Source: an optimization exercise on an open RTL-to-GDS flow (aim: small area, a short achievable clock period and few clock cycles per item). Production flows keep margins and buffers that such runs may drop.
At most, simulation tests tie the RTL to the original design; equivalence was not proved.

Setup of oak:
Design fft8, start of the top module:
module fft8 #(
    parameter integer WIDTH = 16
)(
    input  logic                   clk,
    input  logic                   rst,
    input  logic                   in_valid,
    output logic                   in_ready,
    input  logic [8*WIDTH-1:0]     in_re_flat,
    input  logic [8*WIDTH-1:0]     in_im_flat,
    output logic                   out_valid,
    output logic [8*WIDTH-1:0]     out_re_flat,
    output logic [8*WIDTH-1:0]     out_im_flat
);
For scale: roughly 6300 cells after synthesis, about 520 I/O pins, roughly 0.067 mm² of cells after synthesis.
clock: 11.0 ns
lec_check: 0
cap_margin: 20
core_margin: 2
core_utilization: 40
cts_cluster_diameter: 100
cts_cluster_size: 30
place_density: 0.6
slew_margin: 20
standard.sh (not shown) runs the stock make flow with config.mk's settings and CLKGATE_MAP_FILE= SYNTH_SCRIPT=/design/flow/synth_recipe.tcl, a recipe that flattens the netlist after the stock synthesis.
==> flow/flow/run.sh <==
#!/bin/bash
# The standard layout, with the port buffers made of sky130_fd_sc_hd__buf_2
# instead of the flow's default pick, and timing repair asked to leave 7.6 ns
# of setup slack.  make's output goes to standard.log; each ORFS step keeps
# its own log under orfs/logs/.
set -euo pipefail
bash standard.sh "BUFFER_PORTS_ARGS=-buffer_cell sky130_fd_sc_hd__buf_2" SETUP_SLACK_MARGIN=7.6 finish > standard.log 2>&1
Looking at the reports, oak completed the entire flow and the layout it produced met the timing, DRC and antenna checks.
Setup changes, oak to pine
# oak
export LEC_CHECK = 0
export CAP_MARGIN = 20
export CORE_MARGIN = 2
export CORE_UTILIZATION = 40
export CTS_CLUSTER_DIAMETER = 100
export CTS_CLUSTER_SIZE = 30
export PLACE_DENSITY = 0.6
export SLEW_MARGIN = 20
create_clock -name core_clock -period 11.0 [get_ports {clk}]
# pine
export LEC_CHECK = 0
export CAP_MARGIN = 20
export CORE_MARGIN = 2
export CORE_UTILIZATION = 40
export PLACE_DENSITY = 0.6
export SLEW_MARGIN = 20
create_clock -name core_clock -period 11.0 [get_ports {clk}]
Notes after the runs:
Taking oak as the reference, in pine worst setup margin now larger; average via count per standard cell comparable; TritonCTS buffer count now larger.
In the tables for pine and oak, longest individual stage delay on the worst path reads lower with pine.
Of pine and oak, it is pine that has the higher count of clock buffers in the final design.
Diff oak -> pine: number of non-clock buffers went down by 1.5%, part of the cycle the worst path needs went down by 0.48 points, post-placement cell count ~0 delta.
Cmp pine and oak / routed length on met3 / higher: pine
pine ends up with lower register share of the cell area than oak does.
Relative to pine, the following input files were edited for birch:
# pine
export LEC_CHECK = 0
export CAP_MARGIN = 20
export CORE_MARGIN = 2
export CORE_UTILIZATION = 40
export PLACE_DENSITY = 0.6
export SLEW_MARGIN = 20
create_clock -name core_clock -period 11.0 [get_ports {clk}]
# birch
export LEC_CHECK = 0
export CAP_MARGIN = 20
export CORE_MARGIN = 2
export CORE_UTILIZATION = 40
export CTS_CLUSTER_DIAMETER = 90
export CTS_CLUSTER_SIZE = 25
export PLACE_DENSITY = 0.6
export SLEW_MARGIN = 20
create_clock -name core_clock -period 11.0 [get_ports {clk}]
==> flow/flow/run.sh <==
#!/bin/bash
# The standard layout, with the port buffers made of sky130_fd_sc_hd__buf_2
# instead of the flow's default pick, and timing repair asked to leave 7.8 ns
# of setup slack.  make's output goes to standard.log; each ORFS step keeps
# its own log under orfs/logs/.
set -euo pipefail
bash standard.sh "BUFFER_PORTS_ARGS=-buffer_cell sky130_fd_sc_hd__buf_2" SETUP_SLACK_MARGIN=7.8 finish > standard.log 2>&1
### Flow results
Clock latency reported for the late side of the worst-skew pair: birch < pine
Going from pine to birch, hold slack grows by 6.6 ps.
Summary: post-placement worst setup slack, birch better than pine
Taking pine as the reference point, the ratio of cells with drive above 1 in the final layout of birch rises by 1.7 points.
Total wire length (birch over pine): increase, 0.83%
Function was not checked in any run of this note: the RTL went through the layout flow alone.

========
Another version of the RTL of fft8 (not shown whole).
For scale: about 6,300 cells after synthesis, roughly 1,300 flip-flops, roughly 520 I/O pins, ~67,000 um^2 of cells after synthesis.
Settings: LEC_CHECK=0, CAP_MARGIN=20, CORE_MARGIN=2, CORE_UTILIZATION=55, CTS_CLUSTER_DIAMETER=90, CTS_CLUSTER_SIZE=25, PLACE_DENSITY=0.7, SLEW_MARGIN=20; clock period 11.0 ns.
==> flow/flow/run.sh <==
#!/bin/bash
# The standard layout, with the port buffers made of sky130_fd_sc_hd__buf_2
# instead of the flow's default pick, and timing repair asked to leave 7.8 ns
# of setup slack.  make's output goes to standard.log; each ORFS step keeps
# its own log under orfs/logs/.
set -euo pipefail
bash standard.sh "BUFFER_PORTS_ARGS=-buffer_cell sky130_fd_sc_hd__buf_2" SETUP_SLACK_MARGIN=7.8 finish > standard.log 2>&1
Testbench counts at the start, summed over its fixed seeds: cycles 2,088, items 2,048.
Rerun with:
CORE_UTILIZATION = 60   (was 55)
PLACE_DENSITY = 0.75   (was 0.7)
=>
- first-iteration DRC count increases by a few percent
- design area is about the same
- synthesized area is unchanged
- non-clock buffer count increases by 18
- via count increases slightly
- setup slack improves by 0.051 ns
Rerun with:
==> flow/flow/run.sh (replaced) <==
#!/bin/bash
# The standard layout, with the port buffers made of sky130_fd_sc_hd__buf_2
# instead of the flow's default pick, and timing repair asked to leave 7.7 ns
# of setup slack.  make's output goes to standard.log; each ORFS step keeps
# its own log under orfs/logs/.
set -euo pipefail
bash standard.sh "BUFFER_PORTS_ARGS=-buffer_cell sky130_fd_sc_hd__buf_2" SETUP_SLACK_MARGIN=7.7 finish > standard.log 2>&1
CORE_UTILIZATION = 40   (was 60)
PLACE_DENSITY = 0.6   (was 0.75)
Non-clock buffer count went down by 36.
Die area went up by 49%.
Register-to-register slack is worse by 0.05 ns.
Clock skew went down by 0.0045 ns.
Rerun with:
==> flow/run.sh (new file) <==
#!/bin/bash
# synth_recipe.tcl (not shown) runs the flow's synth.tcl, then flattens the netlist and writes it again
# the make line also repeats each setting of config.mk as NAME=value (left out here)
make -C /OpenROAD-flow-scripts/flow DESIGN_CONFIG=/design/flow/config.mk WORK_HOME=/design/flow/orfs CLKGATE_MAP_FILE= SYNTH_SCRIPT=/design/flow/synth_recipe.tcl finish
CORE_UTILIZATION = 60   (was 40)
PLACE_DENSITY = 0.75   (was 0.6)
SETUP_SLACK_MARGIN = 5   (was default)
removed: flow/flow/run.sh
removed: flow/standard.sh
Effect:
- synthesized cell count does not change
- cell area went down by a few percent
- via count is higher slightly
- wire length decreases by a little under a tenth
- worst setup slack gets worse by 0.45 ns
- sequential cell count does not change
- clock-buffer cell count falls by 9
- hold slack improved by 0.013 ns

========
wip/onyx:
fft8, a different RTL version from the one above (not shown whole).
For scale: about 1300 flip-flops, roughly 69000 sq um of cells after synthesis.
clock: 11.0 ns
lec_check: 0
cap_margin: 20
core_margin: 2
core_utilization: 40
place_density: 0.6
slew_margin: 20
==> flow/flow/run.sh <==
#!/bin/bash
# The standard layout, with the port buffers made of sky130_fd_sc_hd__buf_2
# instead of the flow's default pick, and timing repair asked to leave 7 ns
# of setup slack.  make's output goes to standard.log; each ORFS step keeps
# its own log under orfs/logs/.
set -euo pipefail
bash standard.sh "BUFFER_PORTS_ARGS=-buffer_cell sky130_fd_sc_hd__buf_2" SETUP_SLACK_MARGIN=7 finish > standard.log 2>&1
What wip/delta does differently from wip/onyx at the input level:
==> flow/flow/run.sh <==
#!/bin/bash
# The standard layout, with the port buffers made of sky130_fd_sc_hd__buf_2
# instead of the flow's default pick, and timing repair asked to leave 8.2 ns
# of setup slack.  make's output goes to standard.log; each ORFS step keeps
# its own log under orfs/logs/.
set -euo pipefail
bash standard.sh "BUFFER_PORTS_ARGS=-buffer_cell sky130_fd_sc_hd__buf_2" SETUP_SLACK_MARGIN=8.2 finish > standard.log 2>&1
[summary]
- wip/delta ran to completion and came out clean on the timing, DRC and antenna checks.
- Taking wip/onyx over wip/delta, the non-clock buffer total of the final layout ratio works out to 0.72.
- On post-placement cell count, wip/delta and wip/onyx are neck and neck.
- As of wip/delta, post-route met1 wirelength had risen by a few percent compared to wip/onyx.
Input-level comparison between wip/willow and wip/delta:
==> flow/flow/run.sh <==
#!/bin/bash
# The standard layout, with the port buffers made of sky130_fd_sc_hd__buf_2
# instead of the flow's default pick, and timing repair asked to leave 7.6 ns
# of setup slack.  make's output goes to standard.log; each ORFS step keeps
# its own log under orfs/logs/.
set -euo pipefail
bash standard.sh "BUFFER_PORTS_ARGS=-buffer_cell sky130_fd_sc_hd__buf_2" SETUP_SLACK_MARGIN=7.6 finish > standard.log 2>&1
Results
Worst setup slack (higher): wip/willow. Area: wip/willow vs wip/delta -> wip/willow smaller. Compared with wip/delta, in wip/willow number of cells on the worst reg-to-reg path closely matched the old numbers; count of clock-buffer cells in the layout picked up an extra about 1.6%; sequential share of layout area shows an increase of 1.5 points.
The following lists how wip/garnet was set up differently from wip/willow:
==> flow/flow/run.sh <==
#!/bin/bash
# The standard layout, with the port buffers made of sky130_fd_sc_hd__buf_2
# instead of the flow's default pick.  make's output goes to standard.log;
# each ORFS step keeps its own log under orfs/logs/.
set -euo pipefail
bash standard.sh "BUFFER_PORTS_ARGS=-buffer_cell sky130_fd_sc_hd__buf_2" finish > standard.log 2>&1
### Flow results
Maximum clock path buffer count: wip/garnet vs wip/willow identical. [compare] base=wip/willow new=wip/garnet: met2 routed wirelength saw a decrease, final standard cell count with taps included and fillers excluded moved down, setup slack has decreased. [compare] base=wip/willow new=wip/garnet: total detailed-routing wirelength now sits lower; placed instance count about even. Cmp wip/garnet and wip/willow / final period utilization / lower: wip/willow. The clock distribution area overhead in the final layout of wip/garnet exceeds that of wip/willow by 0.61 points. When wip/garnet is measured against wip/willow, its remaining max-slew budget at the tightest pin turns out 17 points higher.
No functional check of the RTL was part of any run of this note.

-- what the ideal ports hide --
The results above use ideal ports. As a check the final layouts listed here were re-extracted and re-timed, cells and wires unchanged. Step 1 assumes that a clkbuf_16 drives the clock port and a buf_2 every other input. Step 2 times the ports against the registers' clock, not the clock port: input delays grow and output delays shrink by t, the midpoint of the rising clock arrivals with the driver on. a / b / c = ideal / step 1 / step 2; a / b = the first two.
run | shift t [ns] | setup WS [ns] | slew at the worst register clock pin (ns) | pins driven straight from the clock port
oak | 0.793 | 7.237 / 7.256 / 6.462 | 0.12 / 0.12 | 1
pine | 0.883 | 7.290 / 7.314 / 6.430 | 0.07 / 0.07 | 1
birch | 0.777 | 7.210 / 7.222 / 6.445 | 0.10 / 0.10 | 1
the first run of note 2 | 0.785 | 7.571 / 7.492 / 7.076 | 0.11 / 0.11 | 1
the second run of note 2 | 0.743 | 7.622 / 7.544 / 7.068 | 0.10 / 0.10 | 1
the third run of note 2 | 0.786 | 7.587 / 7.506 / 6.984 | 0.10 / 0.10 | 1
the fourth run of note 2 | 0.750 | 7.133 / 7.053 / 6.403 | 0.11 / 0.11 | 1
wip/onyx | 0.868 | 7.163 / 7.227 / 6.359 | 0.06 / 0.06 | 1
wip/delta | 0.883 | 7.475 / 7.387 / 6.711 | 0.07 / 0.07 | 1
wip/willow | 0.865 | 7.490 / 7.407 / 6.684 | 0.07 / 0.07 | 1
wip/garnet | 0.863 | 6.878 / 6.942 / 6.078 | 0.07 / 0.07 | 1
After both steps every run listed still meets setup and hold. The setup slack of pine, which loses most, moves by +0.024 ns with the drivers and by -0.860 ns with both steps.
